Background: an optimization exercise with open tools, aiming at small area and a short achievable clock period. Do not read the settings as production practice. Only simulation tests tie the RTL to the original design; equivalence was not proved.

==> inputs of run E <==
==> flow/design.v (excerpt) <==
module mapper_lrn #(
    parameter N_WIDTH = 2,     
    parameter M_WIDTH = 10,     
    parameter E_WIDTH = 6,     
    parameter F_WIDTH = 6,     
    parameter V_WIDTH = 2,     
    parameter ADDR_BUS_WIDTH = 20,     
    parameter DATA_WIDTH     = 16,     
    parameter ROW_MAJOR      = 1      
)(
    input  logic                             core_clk,                
    input  logic                             reset,                   
    input  logic                             start_normalization,     
    input  logic [N_WIDTH- 1 : 0]            dim4,                    
    input  logic [M_WIDTH- 1 : 0]            dim3,                    
    input  logic [E_WIDTH- 1 : 0]            dim2,                    
    input  logic [F_WIDTH- 1 : 0]            dim1,                    
    input  logic [V_WIDTH- 1 : 0]            padding_num,             
    input  logic                             normalized_window,    
    input  logic                             full_flag,               
    input  logic                             div_out_valid,           
    output logic [ADDR_BUS_WIDTH - 1 : 0]    r_addr,                  
    output logic                             r_enable,                
    output logic [ADDR_BUS_WIDTH - 1 : 0]    w_addr,                  
    output logic                             w_enable,                
    output logic                             normalized_layer         
);
export LEC_CHECK = 0
export CAP_MARGIN = 20
export CORE_MARGIN = 2
export CORE_UTILIZATION = 40
export CTS_BUF_LIST = sky130_fd_sc_hd__clkbuf_8
export SETUP_SLACK_MARGIN = 4
export SLEW_MARGIN = 20
export SYNTH_HIERARCHICAL = 1
export SYNTH_MINIMUM_KEEP_SIZE = 0
create_clock -name core_clock -period 20.0 [get_ports {core_clk}]
standard.sh (not shown) runs the stock make flow with config.mk's settings and CLKGATE_MAP_FILE= SYNTH_SCRIPT=/design/flow/synth_recipe.tcl, a recipe that flattens the netlist after the stock synthesis.
==> flow/flow/run.sh <==
#!/bin/bash
set -euo pipefail
bash standard.sh BUFFER_PORTS_ARGS="-buffer_cell sky130_fd_sc_hd__buf_1" finish > standard.log 2>&1
==> run C: changes against run E <==
==> flow/flow/run.sh (replaced) <==
#!/bin/bash
set -euo pipefail
bash standard.sh BUFFER_PORTS_ARGS="-buffer_cell sky130_fd_sc_hd__buf_2" finish > standard.log 2>&1
CTS_BUF_LIST = default   (was sky130_fd_sc_hd__clkbuf_8)
==> run Z: changes against run E <==
==> flow/flow/run.sh (replaced) <==
#!/bin/bash
set -euo pipefail
bash standard.sh BUFFER_PORTS_ARGS="-buffer_cell sky130_fd_sc_hd__buf_2" finish > standard.log 2>&1
CTS_BUF_LIST = default   (was sky130_fd_sc_hd__clkbuf_8)
SETUP_SLACK_MARGIN = 3   (was 4)
==> run summary <==
Outcome
The flow ran to the end and the layout has no timing, DRC or antenna violations.

Final layout
The footprint of the multi-input gates is 18260 sq um. The share of the final layout cell area in multi-input gates is 80.08%. Leaving out fill and tap cells, the most frequent cells in the layout are 511 x sky130_fd_sc_hd__nor2_1, 477 x sky130_fd_sc_hd__fa_1, 152 x sky130_fd_sc_hd__nand2_1. Clock tree buffers and inverters occupy 1.191% of the routed design's cell area.

Critical path
The endpoint of the worst-slack reg-to-reg timing path is normalized_pixels_count[11]. The arrival time reported for the critical path endpoint is 11990 ps.

Clocking
In this run the post-CTS setup repair buffer count came out at 48. The count of cells resized by post-cts repair is 136.

Placement
Detailed placement finished with a half-perimeter wire length of 38660 um.

Drt
The number of DRC violations after detailed-routing iteration 0 is 730. The routed layout has 14674 vias. The detailed router put a total of 21170 um of wire on met1.
Source of the figures above: run E

==> run summary <==
Clocking
The count of cells resized by post-cts repair is 109. The number of setup buffers added after CTS is 51.

Critical path
Along the worst path, the maximum fanout reaches 16. The endpoint of the worst-slack reg-to-reg timing path is normalized_pixels_count[19]. The maximum single-stage delay on the critical path is 530 ps.

The arrival time reported for the critical path endpoint is 11920 ps.

Placement
The sum of net half-perimeters after detailed placement is 38970 um. The post-placement cell count is 2746. The worst setup timing slack at the placement stage is 2752 ps.

Final layout
Of the total standard cell area in the layout, the multi-input combinational portion is 79.63%. The fraction of area in clock buffers and inverters is 1.539%. The library cells used most frequently in the layout, excluding fill and tap cells, are 520 x sky130_fd_sc_hd__nor2_1, 479 x sky130_fd_sc_hd__fa_1, 151 x sky130_fd_sc_hd__nand2_1. Leaving out fill and tap cells, the most frequent cell in the layout is sky130_fd_sc_hd__nor2_1.

Drt
The detailed router put a total of 21350 um of wire on met1. The detailed router finished its first iteration with 764 violations.

Synthesis
The sequential cell area fraction in the yosys report is 9.259%.

Global routing
The met2 usage in global routing is 34.92%.

Outcome
The flow ran to the end and the layout has no timing, DRC or antenna violations.
Source of the figures above: run C

==> run summary <==
Critical path
The endpoint of the worst-slack reg-to-reg timing path is normalized_pixels_count[9]. The arrival time reported for the critical path endpoint is 12620 ps.

Final layout
Measured on the final layout, the clock distribution area share stands at 1.545%. Multi-input logic gates represent a cell area share of 81.27%.

Outcome
The run finished with no timing, DRC or antenna violations.

Clocking
Post-CTS timing repair inserted 2 buffers for setup. The number of gates resized after CTS was 6.

Drt
In the final routing, the length of wire on met1 measures 20810 um. In this run, the number of DRC markers left after iteration 0 of detailed routing was 639.
Source of the figures above: run Z

[static timing again, ports no longer ideal]
No port has a modelled driver above. Below, the same layouts with a new extraction and two added sets of constraints. Step 1: set_driving_cell puts a clkbuf_16 on core_clk and a buf_2 on each other input, an assumption about the parent block. Step 2, shift: input delay + t, output delay - t, t = (earliest + latest rising clock arrival at the registers) / 2. This alone moves slack from input paths to output paths. a / b / c = no drivers / after step 1 / after step 2; a / b = the first two.
run	t, ns	setup slack, ns	hold WS [ns]	clock arrival spread, ns	worst slew at a driven data input, ns
run E	0.404	4.007 / 3.944 / 3.944	0.529 / 0.529 / 0.529	0.008 / 0.009	0.11
run C	0.392	4.084 / 4.033 / 4.033	0.532 / 0.532 / 0.532	0.004 / 0.005	0.12
run Z	0.382	3.381 / 3.350 / 3.350	0.530 / 0.530 / 0.530	0.008 / 0.008	0.07
After both steps setup and hold are still met in every run listed. For run E, which loses most, drivers alone change the setup slack by -0.063 ns; drivers and shift together by -0.063 ns.
